Context: an optimization exercise on an open-source flow, tuned for small area, a short achievable clock period and few clock cycles per item. The choices shown serve that exercise and are no tape-out recipe. Only simulation tests tie the RTL to the original design; equivalence was not proved.

## flow/design.v (module list and top-level ports; edited modules follow where they fit)
// module basic_gpu: 63 lines
// module gpu_datapath: 37 lines
// module gpu_rdsel: 15 lines
// module gpu_rdmux: 13 lines
// module gpu_addsub: 47 lines
// module gpu_mul: 1262 lines
module basic_gpu (
  input clk,
  input rst,
  input [31:0] instruction,
  input valid_instruction,
  output reg [31:0] result,
  output reg ready
);
  // ...
==> flow/run.sh <==
#!/bin/bash
# synth_recipe.tcl (not shown) runs the flow's synth.tcl, then flattens the netlist and writes it again
# the make line also repeats each setting of config.mk as NAME=value (left out here)
make -C /OpenROAD-flow-scripts/flow DESIGN_CONFIG=/design/flow/config.mk WORK_HOME=/design/flow/orfs CLKGATE_MAP_FILE= SYNTH_SCRIPT=/design/flow/synth_recipe.tcl finish
==> flow/config.mk <==
export PLATFORM = sky130hd
export DESIGN_NAME = basic_gpu
export DESIGN_NICKNAME = basic_gpu
export VERILOG_FILES = /design/flow/design.v
export SDC_FILE = /design/flow/constraint.sdc
export NUM_CORES = 4
export LEC_CHECK = 0
export CAP_MARGIN = 20
export CORE_MARGIN = 2
export CORE_UTILIZATION = 60
export SETUP_SLACK_MARGIN = 5
export SLEW_MARGIN = 20
export SYNTH_HIERARCHICAL = 1
==> flow/constraint.sdc <==
create_clock -name core_clock -period 12.0 [get_ports {clk}]
set_input_delay 2.4000 -clock core_clock [delete_from_list [all_inputs] [get_ports {clk}]]
set_output_delay 2.4000 -clock core_clock [all_outputs]
set_load 0.01 [all_outputs]
==> impl_metrics.yaml, run 1 <==
outcome:
  outcome: "finished clean"
critical_path:
  critPathTopFamily: "compound AO/OA/AOI/OAI gates"
  cp_cell_sequence: "dlymetal6s2s_1 > nand3b_1 > nor3_4 > buf_6 > a22oi_1 > nand4_1 > nor4_1 > nand2_1 > ha_1 > a21oi_1 > o21bai_1 > a221oi_2 > o32ai_4 > a41o_1 > a21boi_1 > o21bai_1 > xor2_1 > a222oi_1 > o221ai_2"
  criticalPathCategory: "input port to register"
  critPathMaxFanout: 26
  worst_path_max_delay_cell: "nor4_1"
  cp_common_cell: "o21bai_1"
  r2r-start: "wb_en"
worst_hold_path:
  min_path_type: "register to register"
route:
  wl_met3_mm: 42.1
  drc_errors: 0
  wl_met1_mm: 81.7
  viasPerCell: 7.75
clocking:
  path_clk_slew_ns: 0.07
  h-tree-depth: 3
  cts_tree: "built"
place:
  place_hpwl_mm: 143
yosys:
  synthSimpleGateAreaFrac: 0.0753
  syn_inst: 5002
  ys_warn_count: 8
  yosysTopAreaCellShare: 0.495
floorplanning:
  die_y_um: 326
  dieArea_sq_um: 106000
  ios: 68
flow_run:
  cap_violations: 0
sta:
  maxSlewViolCount: 0
  finalCritPeriodShare: 0.575
  rsz0062_at_grt: "false"
cells_and_area:
  largest_register: "rf"
  layout_commonest_cell: "a22oi_1"
  nNonClkBuffers: 320
  final_util: 0.670
  multi_input_cells: 3409
grt:
  antenna_found_initial: 11
Testbench counts, summed over its fixed seeds: cycles 4,491, instructions 4,000.
==> module basic_gpu, before the edit <==
module basic_gpu (
  input clk,
  input rst,
  input [31:0] instruction,
  input valid_instruction,
  output reg [31:0] result,
  output reg ready
);
  integer i;
  reg [1023:0] rf;         
  reg          wb_en;      
  reg [4:0]    wb_rd;
  reg [31:0]   mul_a;
  reg [15:0]   enc_one, enc_two, enc_neg;    
  wire [31:0] pend;        
  genvar k;
  generate
    for (k = 0; k < 32; k = k + 1) begin : g_pend
      assign pend[k] = wb_en & (wb_rd == k);
    end
  endgenerate
  wire accept   = valid_instruction & ready & ~rst;
  wire is_mul   = (instruction[31:28] == 4'd2);
  wire mul_done = ~ready;
  wire [31:0] a, b, prod, next_result;
  gpu_datapath u_dp (
    .instruction(instruction), .rf(rf), .pend(pend), .wb_en(wb_en),
    .wb_rd(wb_rd), .result(result), .accept(accept), .mul_done(mul_done),
    .prod(prod), .a(a), .b(b), .next_result(next_result)
  );
  gpu_mul u_mul (.mul_a(mul_a), .enc_one(enc_one), .enc_two(enc_two),
                 .enc_neg(enc_neg), .prod(prod));
  wire [32:0] bx = {b, 1'b0};
  reg  [15:0] b_one, b_two, b_neg;
  always @(*) begin
    for (i = 0; i < 16; i = i + 1) begin
      b_one[i] = bx[2*i+1] ^ bx[2*i];
      b_two[i] = (bx[2*i+2] & ~bx[2*i+1] & ~bx[2*i]) |
                 (~bx[2*i+2] & bx[2*i+1] & bx[2*i]);
      b_neg[i] = bx[2*i+2];
    end
  end
  always @(posedge clk) begin
    mul_a <= a;
    enc_one <= b_one;
    enc_two <= b_two;
    enc_neg <= b_neg;
    wb_rd <= instruction[27:23];
    for (i = 0; i < 32; i = i + 1)
      if (pend[i]) rf[32*i +: 32] <= result;
  end
  always @(posedge clk or posedge rst) begin
    if (rst) begin
      ready  <= 1'b1;
      result <= 32'd0;
      wb_en  <= 1'b0;
    end else begin
      result <= next_result;
      wb_en  <= (accept & ~is_mul) | mul_done;
      ready  <= ~(accept & is_mul);
    end
  end
endmodule
==> run 2: changes to the inputs <==
--- a/flow/design.v
+++ b/flow/design.v
@@ -1,108 +1,104 @@
 module basic_gpu (
   input clk,
   input rst,
   input [31:0] instruction,
   input valid_instruction,
-  output reg [31:0] result,
+  output [31:0] result,
   output reg ready
 );
   integer i;
   reg [1023:0] rf;         
+  reg [31:0]   x, g, p;    
   reg          wb_en;      
   reg [4:0]    wb_rd;
   reg [31:0]   mul_a;
   reg [15:0]   enc_one, enc_two, enc_neg;    
+  wire [3:0]  opcode   = instruction[31:28];
+  wire [12:0] imm      = instruction[12:0];
+  gpu_post u_post (.x(x), .g(g), .p(p), .s(result));
   wire [31:0] pend;        
   genvar k;
   generate
     for (k = 0; k < 32; k = k + 1) begin : g_pend
       assign pend[k] = wb_en & (wb_rd == k);
     end
   endgenerate
-  wire accept   = valid_instruction & ready & ~rst;
-  wire is_mul   = (instruction[31:28] == 4'd2);
-  wire mul_done = ~ready;
-  wire [31:0] a, b, prod, next_result;
-  gpu_datapath u_dp (
-    .instruction(instruction), .rf(rf), .pend(pend), .wb_en(wb_en),
-    .wb_rd(wb_rd), .result(result), .accept(accept), .mul_done(mul_done),
-    .prod(prod), .a(a), .b(b), .next_result(next_result)
-  );
-  gpu_mul u_mul (.mul_a(mul_a), .enc_one(enc_one), .enc_two(enc_two),
-                 .enc_neg(enc_neg), .prod(prod));
+  wire [32:0] sel1, sel2;
+  wire [31:0] a, b;
+  gpu_rdsel u_sel1 (.src(instruction[22:18]), .pend(pend), .wb_en(wb_en),
+                    .wb_rd(wb_rd), .sel(sel1));
+  gpu_rdsel u_sel2 (.src(instruction[17:13]), .pend(pend), .wb_en(wb_en),
+                    .wb_rd(wb_rd), .sel(sel2));
+  gpu_rdmux u_rd1 (.rf(rf), .result(result), .sel(sel1), .q(a));
+  gpu_rdmux u_rd2 (.rf(rf), .result(result), .sel(sel2), .q(b));
+  wire        sub = opcode[0];
+  wire [31:0] xa, ga, pa;
+  gpu_pre u_pre_alu (.a(a), .b(b ^ {32{sub}}), .cin(sub), .x(xa), .g(ga), .p(pa));
+  wire is_add = (opcode == 4'd0) || (opcode == 4'd1);
+  reg [31:0] logic_val;
+  always @(*) begin
+    case (opcode)
+      4'd3:    logic_val = a & b;
+      4'd4:    logic_val = a | b;
+      4'd5:    logic_val = {19'd0, imm};
+      default: logic_val = 32'd0;
+    endcase
+  end
   wire [32:0] bx = {b, 1'b0};
   reg  [15:0] b_one, b_two, b_neg;
   always @(*) begin
     for (i = 0; i < 16; i = i + 1) begin
       b_one[i] = bx[2*i+1] ^ bx[2*i];
       b_two[i] = (bx[2*i+2] & ~bx[2*i+1] & ~bx[2*i]) |
                  (~bx[2*i+2] & bx[2*i+1] & bx[2*i]);
       b_neg[i] = bx[2*i+2];
     end
   end
+  wire [31:0] r0, r1, xm, gm, pm;
+  gpu_mul u_mul (.mul_a(mul_a), .enc_one(enc_one), .enc_two(enc_two),
+                 .enc_neg(enc_neg), .r0(r0), .r1(r1));
+  gpu_pre u_pre_mul (.a(r0), .b(r1), .cin(1'b0), .x(xm), .g(gm), .p(pm));
+  wire accept   = valid_instruction & ready & ~rst;
+  wire is_mul   = (opcode == 4'd2);
+  wire acc_alu  = accept & ~is_mul;
+  wire mul_done = ~ready;
   always @(posedge clk) begin
-    mul_a <= a;
+    mul_a   <= a;
     enc_one <= b_one;
     enc_two <= b_two;
     enc_neg <= b_neg;
-    wb_rd <= instruction[27:23];
+    wb_rd   <= instruction[27:23];
+    p       <= acc_alu ? pa : pm;
     for (i = 0; i < 32; i = i + 1)
       if (pend[i]) rf[32*i +: 32] <= result;
   end
   always @(posedge clk or posedge rst) begin
     if (rst) begin
-      ready  <= 1'b1;
-      result <= 32'd0;
-      wb_en  <= 1'b0;
+      ready <= 1'b1;
+      wb_en <= 1'b0;
+      x     <= 32'd0;
+      g     <= 32'd0;
     end else begin
-      result <= next_result;
-      wb_en  <= (accept & ~is_mul) | mul_done;
-      ready  <= ~(accept & is_mul);
+      if (acc_alu) begin
+        x <= is_add ? xa : logic_val;
+        g <= is_add ? ga : 32'd0;
+      end else if (mul_done) begin
+        x <= xm;
+        g <= gm;
+      end else begin
+        x <= result;
+        g <= 32'd0;
+      end
+      wb_en <= acc_alu | mul_done;
+      ready <= ~(accept & is_mul);
     end
   end
 endmodule
-module gpu_datapath (
-  input  [31:0]   instruction,
-  input  [1023:0] rf,
-  input  [31:0]   pend,
-  input           wb_en,
-  input  [4:0]    wb_rd,
-  input  [31:0]   result,
-  input           accept,
-  input           mul_done,
-  input  [31:0]   prod,
-  output [31:0]   a,
-  output [31:0]   b,
-  output [31:0]   next_result
-);
-  wire [3:0]  opcode   = instruction[31:28];
-  wire [12:0] imm      = instruction[12:0];
-  wire [32:0] sel1, sel2;
-  gpu_rdsel u_sel1 (.src(instruction[22:18]), .pend(pend), .wb_en(wb_en),
-                    .wb_rd(wb_rd), .sel(sel1));
-  gpu_rdsel u_sel2 (.src(instruction[17:13]), .pend(pend), .wb_en(wb_en),
-                    .wb_rd(wb_rd), .sel(sel2));
-  gpu_rdmux u_rd1 (.rf(rf), .result(result), .sel(sel1), .q(a));
-  gpu_rdmux u_rd2 (.rf(rf), .result(result), .sel(sel2), .q(b));
-  wire [31:0] sum;
-  gpu_addsub u_add (.a(a), .b(b), .sub(opcode[0]), .s(sum));
-  wire s_add  = accept & (opcode == 4'd0 || opcode == 4'd1);
-  wire s_and  = accept & (opcode == 4'd3);
-  wire s_or   = accept & (opcode == 4'd4);
-  wire s_imm  = accept & (opcode == 4'd5);
-  wire s_hold = ~mul_done & ~accept;
-  assign next_result = ({32{s_add}}    & sum)
-                     | ({32{s_and}}    & (a & b))
-                     | ({32{s_or}}     & (a | b))
-                     | ({32{s_imm}}    & {19'd0, imm})
-                     | ({32{mul_done}} & prod)
-                     | ({32{s_hold}}   & result);
-endmodule
 module gpu_rdsel (
   input  [4:0]  src,
   input  [31:0] pend,
   input         wb_en,
   input  [4:0]  wb_rd,
   output [32:0] sel
 );
   genvar k;
@@ -121,69 +117,348 @@
 );
   integer i;
   always @(*) begin
     q = {32{sel[32]}} & result;
     for (i = 0; i < 32; i = i + 1)
       q = q | ({32{sel[i]}} & rf[32*i +: 32]);
   end
 endmodule
-module gpu_addsub (
+module gpu_pre (
   input  [31:0] a,
   input  [31:0] b,
-  input         sub,
+  input         cin,
+  output [31:0] x,
+  output [31:0] g,
+  output [31:0] p
+);
+  wire [31:0] h;
+  gpu_xor32 u_h (.a(a), .b(b), .y(h));
+  assign x = {h[31:1], h[0] ^ cin};
+  wire n0 = (a[0] & b[0]) | ((a[0] | b[0]) & cin);
+  wire n1 = a[1] & b[1];
+  wire n2 = a[2] & b[2];
+  wire n3 = a[3] & b[3];
+  wire n4 = a[4] & b[4];
+  wire n5 = a[5] & b[5];
+  wire n6 = a[6] & b[6];
+  wire n7 = a[7] & b[7];
+  wire n8 = a[8] & b[8];
+  wire n9 = a[9] & b[9];
+  wire n10 = a[10] & b[10];
+  wire n11 = a[11] & b[11];
+  wire n12 = a[12] & b[12];
+  wire n13 = a[13] & b[13];
+  wire n14 = a[14] & b[14];
+  wire n15 = a[15] & b[15];
+  wire n16 = a[16] & b[16];
+  wire n17 = a[17] & b[17];
+  wire n18 = a[18] & b[18];
+  wire n19 = a[19] & b[19];
+  wire n20 = a[20] & b[20];
+  wire n21 = a[21] & b[21];
+  wire n22 = a[22] & b[22];
+  wire n23 = a[23] & b[23];
+  wire n24 = a[24] & b[24];
+  wire n25 = a[25] & b[25];
+  wire n26 = a[26] & b[26];
+  wire n27 = a[27] & b[27];
+  wire n28 = a[28] & b[28];
+  wire n29 = a[29] & b[29];
+  wire n30 = a[30] & b[30];
+  wire n31 = a[31] & b[31];
+  wire n32 = a[0] | b[0];
+  wire n33 = a[1] | b[1];
+  wire n34 = a[2] | b[2];
+  wire n35 = a[3] | b[3];
+  wire n36 = a[4] | b[4];
+  wire n37 = a[5] | b[5];
+  wire n38 = a[6] | b[6];
+  wire n39 = a[7] | b[7];
+  wire n40 = a[8] | b[8];
+  wire n41 = a[9] | b[9];
+  wire n42 = a[10] | b[10];
+  wire n43 = a[11] | b[11];
+  wire n44 = a[12] | b[12];
+  wire n45 = a[13] | b[13];
+  wire n46 = a[14] | b[14];
+  wire n47 = a[15] | b[15];
+  wire n48 = a[16] | b[16];
+  wire n49 = a[17] | b[17];
+  wire n50 = a[18] | b[18];
+  wire n51 = a[19] | b[19];
+  wire n52 = a[20] | b[20];
+  wire n53 = a[21] | b[21];
+  wire n54 = a[22] | b[22];
+  wire n55 = a[23] | b[23];
+  wire n56 = a[24] | b[24];
+  wire n57 = a[25] | b[25];
+  wire n58 = a[26] | b[26];
+  wire n59 = a[27] | b[27];
+  wire n60 = a[28] | b[28];
+  wire n61 = a[29] | b[29];
+  wire n62 = a[30] | b[30];
+  wire n63 = a[31] | b[31];
+  wire n64 = n1 | (n33 & n0);
+  wire n65 = n33 & n32;
+  wire n66 = n3 | (n35 & n2);
+  wire n67 = n35 & n34;
+  wire n68 = n5 | (n37 & n4);
+  wire n69 = n37 & n36;
+  wire n70 = n7 | (n39 & n6);
+  wire n71 = n39 & n38;
+  wire n72 = n9 | (n41 & n8);
+  wire n73 = n41 & n40;
+  wire n74 = n11 | (n43 & n10);
+  wire n75 = n43 & n42;
+  wire n76 = n13 | (n45 & n12);
+  wire n77 = n45 & n44;
+  wire n78 = n15 | (n47 & n14);
+  wire n79 = n47 & n46;
+  wire n80 = n17 | (n49 & n16);
+  wire n81 = n49 & n48;
+  wire n82 = n19 | (n51 & n18);
+  wire n83 = n51 & n50;
+  wire n84 = n21 | (n53 & n20);
+  wire n85 = n53 & n52;
+  wire n86 = n23 | (n55 & n22);
+  wire n87 = n55 & n54;
+  wire n88 = n25 | (n57 & n24);
+  wire n89 = n57 & n56;
+  wire n90 = n27 | (n59 & n26);
+  wire n91 = n59 & n58;
+  wire n92 = n29 | (n61 & n28);
+  wire n93 = n61 & n60;
+  wire n94 = n31 | (n63 & n30);
+  wire n95 = n63 & n62;
+  wire n96 = n2 | (n34 & n64);
+  wire n97 = n34 & n65;
+  wire n98 = n66 | (n67 & n64);
+  wire n99 = n67 & n65;
+  wire n100 = n6 | (n38 & n68);
+  wire n101 = n38 & n69;
+  wire n102 = n70 | (n71 & n68);
+  wire n103 = n71 & n69;
+  wire n104 = n10 | (n42 & n72);
+  wire n105 = n42 & n73;
+  wire n106 = n74 | (n75 & n72);
+  wire n107 = n75 & n73;
+  wire n108 = n14 | (n46 & n76);
+  wire n109 = n46 & n77;
+  wire n110 = n78 | (n79 & n76);
+  wire n111 = n79 & n77;
+  wire n112 = n18 | (n50 & n80);
+  wire n113 = n50 & n81;
+  wire n114 = n82 | (n83 & n80);
+  wire n115 = n83 & n81;
+  wire n116 = n22 | (n54 & n84);
+  wire n117 = n54 & n85;
+  wire n118 = n86 | (n87 & n84);
+  wire n119 = n87 & n85;
+  wire n120 = n26 | (n58 & n88);
+  wire n121 = n58 & n89;
+  wire n122 = n90 | (n91 & n88);
+  wire n123 = n91 & n89;
+  wire n124 = n30 | (n62 & n92);
+  wire n125 = n62 & n93;
+  wire n126 = n94 | (n95 & n92);
+  wire n127 = n95 & n93;
+  assign g[0] = n0;
+  assign p[0] = n32;
+  assign g[1] = n64;
+  assign p[1] = n65;
+  assign g[2] = n96;
+  assign p[2] = n97;
+  assign g[3] = n98;
+  assign p[3] = n99;
+  assign g[4] = n4;
+  assign p[4] = n36;
+  assign g[5] = n68;
+  assign p[5] = n69;
+  assign g[6] = n100;
+  assign p[6] = n101;
+  assign g[7] = n102;
+  assign p[7] = n103;
+  assign g[8] = n8;
+  assign p[8] = n40;
+  assign g[9] = n72;
+  assign p[9] = n73;
+  assign g[10] = n104;
+  assign p[10] = n105;
+  assign g[11] = n106;
+  assign p[11] = n107;
+  assign g[12] = n12;
+  assign p[12] = n44;
+  assign g[13] = n76;
+  assign p[13] = n77;
+  assign g[14] = n108;
+  assign p[14] = n109;
+  assign g[15] = n110;
+  assign p[15] = n111;
+  assign g[16] = n16;
+  assign p[16] = n48;
+  assign g[17] = n80;
+  assign p[17] = n81;
+  assign g[18] = n112;
+  assign p[18] = n113;
+  assign g[19] = n114;
+  assign p[19] = n115;
+  assign g[20] = n20;
+  assign p[20] = n52;
+  assign g[21] = n84;
+  assign p[21] = n85;
+  assign g[22] = n116;
+  assign p[22] = n117;
+  assign g[23] = n118;
+  assign p[23] = n119;
+  assign g[24] = n24;
+  assign p[24] = n56;
+  assign g[25] = n88;
+  assign p[25] = n89;
+  assign g[26] = n120;
+  assign p[26] = n121;
+  assign g[27] = n122;
+  assign p[27] = n123;
+  assign g[28] = n28;
+  assign p[28] = n60;
+  assign g[29] = n92;
+  assign p[29] = n93;
+  assign g[30] = n124;
+  assign p[30] = n125;
+  assign g[31] = n126;
+  assign p[31] = n127;
+endmodule
+module gpu_post (
+  input  [31:0] x,
+  input  [31:0] g,
+  input  [31:0] p,
   output [31:0] s
 );
-  wire [31:0] bb = b ^ {32{sub}};
-  wire [32:0] g0 = {a & bb, sub};
-  wire [32:0] p0 = {a ^ bb, 1'b0};
-  wire [32:0] g1, p1, g2, p2, g3, p3, g4, p4, g5, p5;
-  genvar i;
-  generate
-    for (i = 0; i < 33; i = i + 1) begin : g_pfx
-      if ((i >> 0) & 1) begin : l0
-        assign g1[i] = g0[i] | (p0[i] & g0[(i >> 1 << 1)]);
-        assign p1[i] = p0[i] & p0[(i >> 1 << 1)];
-      end else begin : l0n
-        assign g1[i] = g0[i]; assign p1[i] = p0[i];
-      end
-      if ((i >> 1) & 1) begin : l1
-        assign g2[i] = g1[i] | (p1[i] & g1[(i >> 2 << 2) + 1]);
-        assign p2[i] = p1[i] & p1[(i >> 2 << 2) + 1];
-      end else begin : l1n
-        assign g2[i] = g1[i]; assign p2[i] = p1[i];
-      end
-      if ((i >> 2) & 1) begin : l2
-        assign g3[i] = g2[i] | (p2[i] & g2[(i >> 3 << 3) + 3]);
-        assign p3[i] = p2[i] & p2[(i >> 3 << 3) + 3];
-      end else begin : l2n
-        assign g3[i] = g2[i]; assign p3[i] = p2[i];
-      end
-      if ((i >> 3) & 1) begin : l3
-        assign g4[i] = g3[i] | (p3[i] & g3[(i >> 4 << 4) + 7]);
-        assign p4[i] = p3[i] & p3[(i >> 4 << 4) + 7];
-      end else begin : l3n
-        assign g4[i] = g3[i]; assign p4[i] = p3[i];
-      end
-      if ((i >> 4) & 1) begin : l4
-        assign g5[i] = g4[i] | (p4[i] & g4[(i >> 5 << 5) + 15]);
-        assign p5[i] = p4[i] & p4[(i >> 5 << 5) + 15];
-      end else begin : l4n
-        assign g5[i] = g4[i]; assign p5[i] = p4[i];
-      end
-    end
-  endgenerate
-  assign s = p0[32:1] ^ g5[31:0];
+  wire n0 = g[4] | (p[4] & g[3]);
+  wire n1 = p[4] & p[3];
+  wire n2 = g[5] | (p[5] & g[3]);
+  wire n3 = p[5] & p[3];
+  wire n4 = g[6] | (p[6] & g[3]);
+  wire n5 = p[6] & p[3];
+  wire n6 = g[7] | (p[7] & g[3]);
+  wire n7 = p[7] & p[3];
+  wire n8 = g[12] | (p[12] & g[11]);
+  wire n9 = p[12] & p[11];
+  wire n10 = g[13] | (p[13] & g[11]);
+  wire n11 = p[13] & p[11];
+  wire n12 = g[14] | (p[14] & g[11]);
+  wire n13 = p[14] & p[11];
+  wire n14 = g[15] | (p[15] & g[11]);
+  wire n15 = p[15] & p[11];
+  wire n16 = g[20] | (p[20] & g[19]);
+  wire n17 = p[20] & p[19];
+  wire n18 = g[21] | (p[21] & g[19]);
+  wire n19 = p[21] & p[19];
+  wire n20 = g[22] | (p[22] & g[19]);
+  wire n21 = p[22] & p[19];
+  wire n22 = g[23] | (p[23] & g[19]);
+  wire n23 = p[23] & p[19];
+  wire n24 = g[28] | (p[28] & g[27]);
+  wire n25 = p[28] & p[27];
+  wire n26 = g[29] | (p[29] & g[27]);
+  wire n27 = p[29] & p[27];
+  wire n28 = g[30] | (p[30] & g[27]);
+  wire n29 = p[30] & p[27];
+  wire n30 = g[8] | (p[8] & n6);
+  wire n31 = p[8] & n7;
+  wire n32 = g[9] | (p[9] & n6);
+  wire n33 = p[9] & n7;
+  wire n34 = g[10] | (p[10] & n6);
+  wire n35 = p[10] & n7;
+  wire n36 = g[11] | (p[11] & n6);
+  wire n37 = p[11] & n7;
+  wire n38 = n8 | (n9 & n6);
+  wire n39 = n9 & n7;
+  wire n40 = n10 | (n11 & n6);
+  wire n41 = n11 & n7;
+  wire n42 = n12 | (n13 & n6);
+  wire n43 = n13 & n7;
+  wire n44 = n14 | (n15 & n6);
+  wire n45 = n15 & n7;
+  wire n46 = g[24] | (p[24] & n22);
+  wire n47 = p[24] & n23;
+  wire n48 = g[25] | (p[25] & n22);
+  wire n49 = p[25] & n23;
+  wire n50 = g[26] | (p[26] & n22);
+  wire n51 = p[26] & n23;
+  wire n52 = g[27] | (p[27] & n22);
+  wire n53 = p[27] & n23;
+  wire n54 = n24 | (n25 & n22);
+  wire n55 = n25 & n23;
+  wire n56 = n26 | (n27 & n22);
+  wire n57 = n27 & n23;
+  wire n58 = n28 | (n29 & n22);
+  wire n59 = n29 & n23;
+  wire n60 = g[16] | (p[16] & n44);
+  wire n61 = g[17] | (p[17] & n44);
+  wire n62 = g[18] | (p[18] & n44);
+  wire n63 = g[19] | (p[19] & n44);
+  wire n64 = n16 | (n17 & n44);
+  wire n65 = n18 | (n19 & n44);
+  wire n66 = n20 | (n21 & n44);
+  wire n67 = n22 | (n23 & n44);
+  wire n68 = n46 | (n47 & n44);
+  wire n69 = n48 | (n49 & n44);
+  wire n70 = n50 | (n51 & n44);
+  wire n71 = n52 | (n53 & n44);
+  wire n72 = n54 | (n55 & n44);
+  wire n73 = n56 | (n57 & n44);
+  wire n74 = n58 | (n59 & n44);
+  assign s[0] = x[0];
+  assign s[1] = x[1] ^ g[0];
+  assign s[2] = x[2] ^ g[1];
+  assign s[3] = x[3] ^ g[2];
+  assign s[4] = x[4] ^ g[3];
+  assign s[5] = x[5] ^ n0;
+  assign s[6] = x[6] ^ n2;
+  assign s[7] = x[7] ^ n4;
+  assign s[8] = x[8] ^ n6;
+  assign s[9] = x[9] ^ n30;
+  assign s[10] = x[10] ^ n32;
+  assign s[11] = x[11] ^ n34;
+  assign s[12] = x[12] ^ n36;
+  assign s[13] = x[13] ^ n38;
+  assign s[14] = x[14] ^ n40;
+  assign s[15] = x[15] ^ n42;
+  assign s[16] = x[16] ^ n44;
+  assign s[17] = x[17] ^ n60;
+  assign s[18] = x[18] ^ n61;
+  assign s[19] = x[19] ^ n62;
+  assign s[20] = x[20] ^ n63;
+  assign s[21] = x[21] ^ n64;
+  assign s[22] = x[22] ^ n65;
+  assign s[23] = x[23] ^ n66;
+  assign s[24] = x[24] ^ n67;
+  assign s[25] = x[25] ^ n68;
+  assign s[26] = x[26] ^ n69;
+  assign s[27] = x[27] ^ n70;
+  assign s[28] = x[28] ^ n71;
+  assign s[29] = x[29] ^ n72;
+  assign s[30] = x[30] ^ n73;
+  assign s[31] = x[31] ^ n74;
+endmodule
+module gpu_xor32 (
+  input  [31:0] a,
+  input  [31:0] b,
+  output [31:0] y
+);
+  assign y = a ^ b;
 endmodule
 module gpu_mul (
   input  [31:0] mul_a,
   input  [15:0] enc_one,
   input  [15:0] enc_two,
   input  [15:0] enc_neg,
-  output [31:0] prod
+  output [31:0] r0,
+  output [31:0] r1
 );
   wire p0 = (enc_one[0] & mul_a[0]) ^ enc_neg[0];
   wire p1 = ((enc_one[0] & mul_a[1]) | (enc_two[0] & mul_a[0])) ^ enc_neg[0];
   wire p2 = ((enc_one[0] & mul_a[2]) | (enc_two[0] & mul_a[1])) ^ enc_neg[0];
   wire p3 = ((enc_one[0] & mul_a[3]) | (enc_two[0] & mul_a[2])) ^ enc_neg[0];
   wire p4 = ((enc_one[0] & mul_a[4]) | (enc_two[0] & mul_a[3])) ^ enc_neg[0];
   wire p5 = ((enc_one[0] & mul_a[5]) | (enc_two[0] & mul_a[4])) ^ enc_neg[0];
   wire p6 = ((enc_one[0] & mul_a[6]) | (enc_two[0] & mul_a[5])) ^ enc_neg[0];
@@ -1173,265 +1448,11 @@
   wire s990 = x989 ^ s945;
   wire c991 = x989 ? s945 : c979;
   wire x992 = c982 ^ c877;
   wire s993 = x992 ^ s879;
   wire c994 = x992 ? s879 : c982;
   wire x995 = c994 ^ c880;
   wire s996 = x995 ^ s885;
   wire c997 = x995 ? s885 : c994;
-  wire g998 = p0 & enc_neg[0];
-  wire g999 = p1 & 1'b0;
-  wire g1000 = s273 & 1'b0;
-  wire g1001 = s657 & 1'b0;
-  wire g1002 = c658 & s279;
-  wire g1003 = s660 & 1'b0;
-  wire g1004 = c661 & s663;
-  wire g1005 = s849 & 1'b0;
-  wire g1006 = c850 & s669;
-  wire g1007 = s852 & 1'b0;
-  wire g1008 = s948 & 1'b0;
-  wire g1009 = c949 & s855;
-  wire g1010 = c856 & s858;
-  wire g1011 = c859 & s861;
-  wire g1012 = c862 & s864;
-  wire g1013 = s951 & 1'b0;
-  wire g1014 = c952 & s870;
-  wire g1015 = s954 & 1'b0;
-  wire g1016 = s981 & 1'b0;
-  wire g1017 = s993 & 1'b0;
-  wire g1018 = s996 & 1'b0;
-  wire g1019 = c997 & s957;
-  wire g1020 = s984 & 1'b0;
-  wire g1021 = c985 & s960;
-  wire g1022 = c961 & s963;
-  wire g1023 = c964 & s966;
-  wire g1024 = s987 & 1'b0;
-  wire g1025 = c988 & s969;
-  wire g1026 = c970 & s972;
-  wire g1027 = c973 & s975;
-  wire g1028 = c976 & s978;
-  wire g1029 = s990 & 1'b0;
-  wire h1030 = p0 ^ enc_neg[0];
-  wire h1031 = p1 ^ 1'b0;
-  wire h1032 = s273 ^ 1'b0;
-  wire h1033 = s657 ^ 1'b0;
-  wire h1034 = c658 ^ s279;
-  wire h1035 = s660 ^ 1'b0;
-  wire h1036 = c661 ^ s663;
-  wire h1037 = s849 ^ 1'b0;
-  wire h1038 = c850 ^ s669;
-  wire h1039 = s852 ^ 1'b0;
-  wire h1040 = s948 ^ 1'b0;
-  wire h1041 = c949 ^ s855;
-  wire h1042 = c856 ^ s858;
-  wire h1043 = c859 ^ s861;
-  wire h1044 = c862 ^ s864;
-  wire h1045 = s951 ^ 1'b0;
-  wire h1046 = c952 ^ s870;
-  wire h1047 = s954 ^ 1'b0;
-  wire h1048 = s981 ^ 1'b0;
-  wire h1049 = s993 ^ 1'b0;
-  wire h1050 = s996 ^ 1'b0;
-  wire h1051 = c997 ^ s957;
-  wire h1052 = s984 ^ 1'b0;
-  wire h1053 = c985 ^ s960;
-  wire h1054 = c961 ^ s963;
-  wire h1055 = c964 ^ s966;
-  wire h1056 = s987 ^ 1'b0;
-  wire h1057 = c988 ^ s969;
-  wire h1058 = c970 ^ s972;
-  wire h1059 = c973 ^ s975;
-  wire h1060 = c976 ^ s978;
-  wire h1061 = s990 ^ 1'b0;
-  wire G1062 = g999 | (h1031 & g998);
-  wire P1063 = h1031 & h1030;
-  wire G1064 = g1001 | (h1033 & g1000);
-  wire P1065 = h1033 & h1032;
-  wire G1066 = g1003 | (h1035 & g1002);
-  wire P1067 = h1035 & h1034;
-  wire G1068 = g1005 | (h1037 & g1004);
-  wire P1069 = h1037 & h1036;
-  wire G1070 = g1007 | (h1039 & g1006);
-  wire P1071 = h1039 & h1038;
-  wire G1072 = g1009 | (h1041 & g1008);
-  wire P1073 = h1041 & h1040;
-  wire G1074 = g1011 | (h1043 & g1010);
-  wire P1075 = h1043 & h1042;
-  wire G1076 = g1013 | (h1045 & g1012);
-  wire P1077 = h1045 & h1044;
-  wire G1078 = g1015 | (h1047 & g1014);
-  wire P1079 = h1047 & h1046;
-  wire G1080 = g1017 | (h1049 & g1016);
-  wire P1081 = h1049 & h1048;
-  wire G1082 = g1019 | (h1051 & g1018);
-  wire P1083 = h1051 & h1050;
-  wire G1084 = g1021 | (h1053 & g1020);
-  wire P1085 = h1053 & h1052;
-  wire G1086 = g1023 | (h1055 & g1022);
-  wire P1087 = h1055 & h1054;
-  wire G1088 = g1025 | (h1057 & g1024);
-  wire P1089 = h1057 & h1056;
-  wire G1090 = g1027 | (h1059 & g1026);
-  wire P1091 = h1059 & h1058;
-  wire G1092 = g1029 | (h1061 & g1028);
-  wire P1093 = h1061 & h1060;
-  wire G1094 = g1000 | (h1032 & G1062);
-  wire P1095 = h1032 & P1063;
-  wire G1096 = G1064 | (P1065 & G1062);
-  wire P1097 = P1065 & P1063;
-  wire G1098 = g1004 | (h1036 & G1066);
-  wire P1099 = h1036 & P1067;
-  wire G1100 = G1068 | (P1069 & G1066);
-  wire P1101 = P1069 & P1067;
-  wire G1102 = g1008 | (h1040 & G1070);
-  wire P1103 = h1040 & P1071;
-  wire G1104 = G1072 | (P1073 & G1070);
-  wire P1105 = P1073 & P1071;
-  wire G1106 = g1012 | (h1044 & G1074);
-  wire P1107 = h1044 & P1075;
-  wire G1108 = G1076 | (P1077 & G1074);
-  wire P1109 = P1077 & P1075;
-  wire G1110 = g1016 | (h1048 & G1078);
-  wire P1111 = h1048 & P1079;
-  wire G1112 = G1080 | (P1081 & G1078);
-  wire P1113 = P1081 & P1079;
-  wire G1114 = g1020 | (h1052 & G1082);
-  wire P1115 = h1052 & P1083;
-  wire G1116 = G1084 | (P1085 & G1082);
-  wire P1117 = P1085 & P1083;
-  wire G1118 = g1024 | (h1056 & G1086);
-  wire P1119 = h1056 & P1087;
-  wire G1120 = G1088 | (P1089 & G1086);
-  wire P1121 = P1089 & P1087;
-  wire G1122 = g1028 | (h1060 & G1090);
-  wire P1123 = h1060 & P1091;
-  wire G1124 = G1092 | (P1093 & G1090);
-  wire P1125 = P1093 & P1091;
-  wire G1126 = g1002 | (h1034 & G1096);
-  wire P1127 = h1034 & P1097;
-  wire G1128 = G1066 | (P1067 & G1096);
-  wire P1129 = P1067 & P1097;
-  wire G1130 = G1098 | (P1099 & G1096);
-  wire P1131 = P1099 & P1097;
-  wire G1132 = G1100 | (P1101 & G1096);
-  wire P1133 = P1101 & P1097;
-  wire G1134 = g1010 | (h1042 & G1104);
-  wire P1135 = h1042 & P1105;
-  wire G1136 = G1074 | (P1075 & G1104);
-  wire P1137 = P1075 & P1105;
-  wire G1138 = G1106 | (P1107 & G1104);
-  wire P1139 = P1107 & P1105;
-  wire G1140 = G1108 | (P1109 & G1104);
-  wire P1141 = P1109 & P1105;
-  wire G1142 = g1018 | (h1050 & G1112);
-  wire P1143 = h1050 & P1113;
-  wire G1144 = G1082 | (P1083 & G1112);
-  wire P1145 = P1083 & P1113;
-  wire G1146 = G1114 | (P1115 & G1112);
-  wire P1147 = P1115 & P1113;
-  wire G1148 = G1116 | (P1117 & G1112);
-  wire P1149 = P1117 & P1113;
-  wire G1150 = g1026 | (h1058 & G1120);
-  wire P1151 = h1058 & P1121;
-  wire G1152 = G1090 | (P1091 & G1120);
-  wire P1153 = P1091 & P1121;
-  wire G1154 = G1122 | (P1123 & G1120);
-  wire P1155 = P1123 & P1121;
-  wire G1156 = G1124 | (P1125 & G1120);
-  wire P1157 = P1125 & P1121;
-  wire G1158 = g1006 | (h1038 & G1132);
-  wire P1159 = h1038 & P1133;
-  wire G1160 = G1070 | (P1071 & G1132);
-  wire P1161 = P1071 & P1133;
-  wire G1162 = G1102 | (P1103 & G1132);
-  wire P1163 = P1103 & P1133;
-  wire G1164 = G1104 | (P1105 & G1132);
-  wire P1165 = P1105 & P1133;
-  wire G1166 = G1134 | (P1135 & G1132);
-  wire P1167 = P1135 & P1133;
-  wire G1168 = G1136 | (P1137 & G1132);
-  wire P1169 = P1137 & P1133;
-  wire G1170 = G1138 | (P1139 & G1132);
-  wire P1171 = P1139 & P1133;
-  wire G1172 = G1140 | (P1141 & G1132);
-  wire P1173 = P1141 & P1133;
-  wire G1174 = g1022 | (h1054 & G1148);
-  wire P1175 = h1054 & P1149;
-  wire G1176 = G1086 | (P1087 & G1148);
-  wire P1177 = P1087 & P1149;
-  wire G1178 = G1118 | (P1119 & G1148);
-  wire P1179 = P1119 & P1149;
-  wire G1180 = G1120 | (P1121 & G1148);
-  wire P1181 = P1121 & P1149;
-  wire G1182 = G1150 | (P1151 & G1148);
-  wire P1183 = P1151 & P1149;
-  wire G1184 = G1152 | (P1153 & G1148);
-  wire P1185 = P1153 & P1149;
-  wire G1186 = G1154 | (P1155 & G1148);
-  wire P1187 = P1155 & P1149;
-  wire G1188 = G1156 | (P1157 & G1148);
-  wire P1189 = P1157 & P1149;
-  wire G1190 = g1014 | (h1046 & G1172);
-  wire P1191 = h1046 & P1173;
-  wire G1192 = G1078 | (P1079 & G1172);
-  wire P1193 = P1079 & P1173;
-  wire G1194 = G1110 | (P1111 & G1172);
-  wire P1195 = P1111 & P1173;
-  wire G1196 = G1112 | (P1113 & G1172);
-  wire P1197 = P1113 & P1173;
-  wire G1198 = G1142 | (P1143 & G1172);
-  wire P1199 = P1143 & P1173;
-  wire G1200 = G1144 | (P1145 & G1172);
-  wire P1201 = P1145 & P1173;
-  wire G1202 = G1146 | (P1147 & G1172);
-  wire P1203 = P1147 & P1173;
-  wire G1204 = G1148 | (P1149 & G1172);
-  wire P1205 = P1149 & P1173;
-  wire G1206 = G1174 | (P1175 & G1172);
-  wire P1207 = P1175 & P1173;
-  wire G1208 = G1176 | (P1177 & G1172);
-  wire P1209 = P1177 & P1173;
-  wire G1210 = G1178 | (P1179 & G1172);
-  wire P1211 = P1179 & P1173;
-  wire G1212 = G1180 | (P1181 & G1172);
-  wire P1213 = P1181 & P1173;
-  wire G1214 = G1182 | (P1183 & G1172);
-  wire P1215 = P1183 & P1173;
-  wire G1216 = G1184 | (P1185 & G1172);
-  wire P1217 = P1185 & P1173;
-  wire G1218 = G1186 | (P1187 & G1172);
-  wire P1219 = P1187 & P1173;
-  wire G1220 = G1188 | (P1189 & G1172);
-  wire P1221 = P1189 & P1173;
-  assign prod[0] = h1030;
-  assign prod[1] = h1031 ^ g998;
-  assign prod[2] = h1032 ^ G1062;
-  assign prod[3] = h1033 ^ G1094;
-  assign prod[4] = h1034 ^ G1096;
-  assign prod[5] = h1035 ^ G1126;
-  assign prod[6] = h1036 ^ G1128;
-  assign prod[7] = h1037 ^ G1130;
-  assign prod[8] = h1038 ^ G1132;
-  assign prod[9] = h1039 ^ G1158;
-  assign prod[10] = h1040 ^ G1160;
-  assign prod[11] = h1041 ^ G1162;
-  assign prod[12] = h1042 ^ G1164;
-  assign prod[13] = h1043 ^ G1166;
-  assign prod[14] = h1044 ^ G1168;
-  assign prod[15] = h1045 ^ G1170;
-  assign prod[16] = h1046 ^ G1172;
-  assign prod[17] = h1047 ^ G1190;
-  assign prod[18] = h1048 ^ G1192;
-  assign prod[19] = h1049 ^ G1194;
-  assign prod[20] = h1050 ^ G1196;
-  assign prod[21] = h1051 ^ G1198;
-  assign prod[22] = h1052 ^ G1200;
-  assign prod[23] = h1053 ^ G1202;
-  assign prod[24] = h1054 ^ G1204;
-  assign prod[25] = h1055 ^ G1206;
-  assign prod[26] = h1056 ^ G1208;
-  assign prod[27] = h1057 ^ G1210;
-  assign prod[28] = h1058 ^ G1212;
-  assign prod[29] = h1059 ^ G1214;
-  assign prod[30] = h1060 ^ G1216;
-  assign prod[31] = h1061 ^ G1218;
+  assign r0 = {s990, c976, c973, c970, c988, s987, c964, c961, c985, s984, c997, s996, s993, s981, s954, c952, s951, c862, c859, c856, c949, s948, s852, c850, s849, c661, s660, c658, s657, s273, p1, p0};
+  assign r1 = {1'b0, s978, s975, s972, s969, 1'b0, s966, s963, s960, 1'b0, s957, 1'b0, 1'b0, 1'b0, 1'b0, s870, 1'b0, s864, s861, s858, s855, 1'b0, 1'b0, s669, 1'b0, s663, 1'b0, s279, 1'b0, 1'b0, 1'b0, enc_neg[0]};
 endmodule
==> flow/flow/run.sh (new file) <==
#!/bin/bash
# The standard layout (the standard.sh, standard synthesis unchanged),
# with these changes to how the layout is optimised:
#  - repair_timing may resize cells to any footprint,
#  - ports are buffered with buf_4 instead of the flow's default buffer,
#  - repair_timing aims for more setup slack.
set -euo pipefail
bash standard.sh \
  MATCH_CELL_FOOTPRINT=0 \
  "BUFFER_PORTS_ARGS=-buffer_cell sky130_fd_sc_hd__buf_4" \
  SETUP_SLACK_MARGIN=7 \
  finish > flow.log 2>&1
==> flow/standard.sh (new file) <==
#!/bin/bash
# synth_recipe.tcl (not shown) runs the flow's synth.tcl, then flattens the netlist and writes it again
# the make line also repeats each setting of config.mk as NAME=value (left out here)
make -C /OpenROAD-flow-scripts/flow DESIGN_CONFIG=/design/flow/config.mk WORK_HOME=/design/flow/orfs CLKGATE_MAP_FILE= SYNTH_SCRIPT=/design/flow/synth_recipe.tcl "${@:-finish}"
removed: flow/run.sh
==> impl_metrics.yaml, run 2 <==
sta:
  skew_ns: 0.0348
  tightest_slew_ns: 1.14
  finalCritPeriodShare: 0.423
  maxSlewHeadroom: 0.243
  finalSetupViolCount: 0
  worst_hold_slack_ns: 0.572
  maxSlewViolCount: 0
  tns_ns: 0
  rsz0062_at_grt: "true"
  min_period_ns: 5.07
  max_freq_mhz: 197
  hold_violations: 0
clocking:
  cts-root-buf: "clkbuf_16"
  path_clk_slew_ns: 0.06
  cts_tree: "built"
  ctsHoldBuffers: 0
  cts_sinks: 1201
  clk_latency_ns: 0.75
  h-tree-depth: 3
  cts_made_buffers: 116
  clk_path_buf_depth: 3
route:
  vias: 53664
  postRouteAntennaNets: 0
  routed_wl_mm: 268
  viasPerCell: 7.68
  drc_errors: 0
  wl_per_cell_um: 38.3
  drtPass1Iterations: 9
  first_iter_violations: 10506
critical_path:
  criticalPathCategory: "register to output pin"
  start_kind: "register"
  r2r_end: "p[23]"
  crit_arrival_ns: 2.67
  critPathMaxFanout: 7
  required_ns: 9.60
  crit_path_end_kind: "output pin"
  r2r_cells: 18
  rrSetupSlack_ns: 7.09
  critPathLaunch: "g[3]"
  r2r-start: "enc_two[3]"
place:
  io_buffers: 67
  place_hpwl_mm: 150
  placed_cells: 6696
  gp_congestion: 0.929
flow_run:
  cap_violations: 0
cells_and_area:
  finalNonFillerCells: 6991
  n_fill_cell: 8064
  largest_register_ffs: 1024
  layout-drive-gt1-share: 0.175
  largest_register: "rf"
  nets: 5444
  layout_commonest_cell: "a22oi_1"
  syn2layout_area_growth_pct: 12.1
  final_cell_mix: "a22oi_1, edfxtp_1, xnor2_1, buf_4, xor2_1"
  largest_registers: "rf (1024), mul_a (32), x (32)"
yosys:
  syn_area_sq_um: 66300
  synth_area_per_cell_sq_um: 12.0
  syn_inst: 5510
  ys_warn_count: 8
worst_hold_path:
  worstHoldEndpoint: "mul_a[31]"
  min_path_type: "register to register"
  hold_depth: 2
  worstHoldStart: "rf[895]"
grt:
  antenna_found_initial: 7
  grt_overflow: 0
  first_global_vias: 50548
  grt_usage: 0.462
  grt_pass1_wl_mm: 370
  grt_max_degree: 79
floorplanning:
  die_x_um: 336
  ios: 68
  dieArea_sq_um: 113000
  core_area_sq_um: 109000
  die_y_um: 336
  start_util: 0.607
  row_count: 121
outcome:
  outcome: "finished clean"
==> run 2: layer usage <==
| layer | GRT usage | wire length, um | vias up |
|---|---|---|---|
| met5 | 0.000851 | 46 | - |
| met4 | 0.289 | 20200 | 6 |
| met3 | 0.151 | 41600 | 1355 |
| met2 | 0.693 | 116000 | 5152 |
| met1 | 0.580 | 90300 | 26032 |
| li1 | - | - | 21119 |
==> run 2: worst max-delay path by stage <==
stage,endpoint,slack [ns],depth (start not counted)
after floorplan,result[29],6.80,5
after global placement,p[7],5.37,13
after detailed placement,g[2],5.36,14
after CTS,result[15],6.91,6
after global routing,g[27],6.88,19
final,result[25],6.93,6
==> run 2: layout make-up <==
cell class,instances,area [sq um],area share
clock buffers,148,3050,0.0411
repair buffers,353,3710,0.0499
multi-input cells,3646,29900,0.402
well taps,1476,1850,0.0248
inverters,89,335,0.00451
diodes,4,10.0,0.000135
flip-flops and latches,1201,34700,0.466
clock inverters,74,828,0.0111
==> run 2: timing repair <==
item / in CTS / in global routing
endpoints found under the hold margin: 0 / 0
buffers inserted: 29 / 26
endpoints found under the setup margin: 125 / 84
gates cloned: 9 / 5
gates resized for setup: 254 / 203
pin swaps: 29 / 30
==> run 2: critical path, cell delays in order, from the launching register on <==
cell     delay (ns)
dfrtp_2        0.45
a21o_4         0.29
a221o_2        0.47
a31oi_4        0.27
xnor2_4        0.17
buf_12         0.17
buf_6          0.10
==> run 2: metrics by stage <==
stage                     area (sq um)  setup slack [ns]  utilization
after global routing             74400              6.88        0.680
after global placement           67700              5.37        0.619
after floorplan                  66600              6.80            -
final                            74400              6.93        0.680
after detailed placement         67700              5.36        0.619
after CTS                        73200              6.91        0.669
Testbench counts of run 2, summed over its fixed seeds: cycles 4,491, instructions 4,000.
==> run 3: changes to the inputs <==
--- a/flow/design.v
+++ b/flow/design.v
@@ -16,5 +16,7 @@
   wire [3:0]  opcode   = instruction[31:28];
   wire [12:0] imm      = instruction[12:0];
-  gpu_post u_post (.x(x), .g(g), .p(p), .s(result));
+  wire [31:0] res;
+  gpu_post u_post_out (.x(x), .g(g), .p(p), .s(result));
+  gpu_post u_post     (.x(x), .g(g), .p(p), .s(res));
   wire [31:0] pend;        
   genvar k;
@@ -30,6 +32,6 @@
   gpu_rdsel u_sel2 (.src(instruction[17:13]), .pend(pend), .wb_en(wb_en),
                     .wb_rd(wb_rd), .sel(sel2));
-  gpu_rdmux u_rd1 (.rf(rf), .result(result), .sel(sel1), .q(a));
-  gpu_rdmux u_rd2 (.rf(rf), .result(result), .sel(sel2), .q(b));
+  gpu_rdmux u_rd1 (.rf(rf), .result(res), .sel(sel1), .q(a));
+  gpu_rdmux u_rd2 (.rf(rf), .result(res), .sel(sel2), .q(b));
   wire        sub = opcode[0];
   wire [31:0] xa, ga, pa;
@@ -71,5 +73,5 @@
     p       <= acc_alu ? pa : pm;
     for (i = 0; i < 32; i = i + 1)
-      if (pend[i]) rf[32*i +: 32] <= result;
+      if (pend[i]) rf[32*i +: 32] <= res;
   end
   always @(posedge clk or posedge rst) begin
@@ -87,5 +89,5 @@
         g <= gm;
       end else begin
-        x <= result;
+        x <= res;
         g <= 32'd0;
       end
==> impl_metrics.yaml, run 3 <==
clocking:
  h-tree-depth: 3
  clk_path_buf_depth: 3
  cts_tree: "built"
  path_clk_slew_ns: 0.07
  cts-root-buf: "clkbuf_16"
  cts_sinks: 1201
  ctsHoldBuffers: 0
  clk_latency_ns: 0.76
  cts_made_buffers: 117
critical_path:
  critPathMaxFanout: 8
  crit_arrival_ns: 2.68
  required_ns: 9.60
  r2r-start: "wb_rd[1]"
  crit_path_end_kind: "output pin"
  criticalPathCategory: "register to output pin"
  r2r_cells: 14
  start_kind: "register"
  rrSetupSlack_ns: 7.09
  r2r_end: "g[15]"
cells_and_area:
  layout-drive-gt1-share: 0.172
  multiInputGateArea_sq_um: 30500
  syn2layout_area_growth_pct: 11.3
  regArea_sq_um: 34700
  final_util: 0.673
  n_fill_cell: 8235
  layout_commonest_cell: "a22oi_1"
  largest_register: "rf"
  final_cell_mix: "a22oi_1, edfxtp_1, xnor2_1, buf_4, xor2_1"
  largest_registers: "rf (1024), mul_a (32), x (32)"
  largest_register_ffs: 1024
  nets: 5501
route:
  drc_errors: 0
  first_iter_violations: 10755
  wl_per_cell_um: 37.8
  routed_wl_mm: 266
  postRouteAntennaNets: 0
  vias: 53850
  drtPass1Iterations: 12
  viasPerCell: 7.63
floorplanning:
  row_count: 122
  ios: 68
  die_x_um: 338
  die_y_um: 338
  dieArea_sq_um: 114000
  core_area_sq_um: 111000
  start_util: 0.605
sta:
  tns_ns: 0
  hold_violations: 0
  tightest_slew_ns: 1.09
  maxSlewHeadroom: 0.276
  max_freq_mhz: 197
  rsz0062_at_grt: "true"
  finalCritPeriodShare: 0.423
  maxSlewViolCount: 0
  finalSetupViolCount: 0
  min_period_ns: 5.08
  skew_ns: 0.0632
worst_hold_path:
  worstHoldStart: "rf[928]"
  hold_depth: 2
  min_path_type: "register to register"
  worstHoldEndpoint: "enc_one[0]"
outcome:
  outcome: "finished clean"
grt:
  grt_overflow: 0
  antenna_found_initial: 6
  first_global_vias: 50528
  grt_usage: 0.457
  grt_pass1_wl_mm: 367
  grt_max_degree: 66
flow_run:
  cap_violations: 0
place:
  place_hpwl_mm: 149
  gp_congestion: 0.916
  io_buffers: 67
yosys:
  syn_inst: 5591
  syn_area_sq_um: 66900
  ys_warn_count: 8
  synth_area_per_cell_sq_um: 12.0
## run 3: final cells by class
type                       count  area share
antenna                        5    0.000168
clock inverter                72      0.0114
clock buffer                 147      0.0420
sequential                  1201       0.466
timing repair buffer         330      0.0414
inverter                      95     0.00479
multi-input combinational   3719       0.409
tap                         1488      0.0250
## run 3: how the worst max path moves through the flow
stage	from	to	slack (ns)	cells past startpoint
finish	p[19]	result[30]	6.92	6
global route	instruction[16]	g[15]	6.89	15
CTS	g[11]	result[31]	6.87	5
detailed placement	instruction[13]	g[23]	5.31	14
global placement	instruction[13]	g[23]	5.34	14
floorplan	instruction[16]	g[23]	6.93	16
## run 3: what timing repair did
item | 4_1_cts | 5_1_grt
gates cloned | 0 | 1
setup buffers | 16 | 28
endpoints found under the setup margin | 145 | 70
pin swaps | 25 | 52
resized for setup | 188 | 205
## run 3: worst max-delay path, stage by stage (launching register included)
cell and delay [ns]:
dfxtp_2 0.41, and3_1 0.23, a22oi_2 0.15, o21a_4 0.27
buf_6 0.13, o311ai_4 0.55, buf_6 0.19
## run 3: metrics by stage
step	setup WS, ns	hold slack (ns)	instance area [sq um]	cells
3_3_place_gp	5.34	0.586	68200	6788
6_report	6.92	0.600	74400	7057
2_1_floorplan	6.93	0.476	67200	5608
4_1_cts	6.87	0.609	73300	7023
3_5_place_dp	5.31	0.592	68200	6788
5_1_grt	6.89	0.640	74400	7052
## run 3: layer usage
metal,share of wire,global-route usage
met3,0.16,0.165
met5,0.00020,0
met4,0.067,0.244
met2,0.42,0.675
met1,0.35,0.590
Testbench counts of run 3, summed over its fixed seeds: cycles 4,491, instructions 4,000.

==> afterwards: timing with drivers on the ports <==
Ports are ideal in the flow. The routed layouts listed here were re-timed in OpenROAD. Step 1, drivers: a clkbuf_16 drives clk and a buf_2 each remaining input, both assumed. Step 2 moves the port delays by t, midway between the first and last clock arrival at a register: inputs arrive t later, outputs are due t later. That takes back most of the time a late clock gives input paths. a / b / c = no drivers / after step 1 / after step 2; a / b = the first two.
| run | t, ns | slack for setup (ns) | worst setup path at the end | clock arrival spread, ns |
|---|---|---|---|---|
| run 1 | 0.770 | 5.101 / 5.146 / 4.376 | input to register | 0.048 / 0.048 |
| run 2 | 0.807 | 6.928 / 6.854 / 6.193 | input to register | 0.038 / 0.037 |
| run 3 | 0.800 | 6.921 / 6.849 / 6.180 | input to register | 0.065 / 0.065 |
After both steps every run listed still meets setup and hold. The setup slack of run 3, which loses most, moves by -0.072 ns with the drivers and by -0.741 ns with both steps.
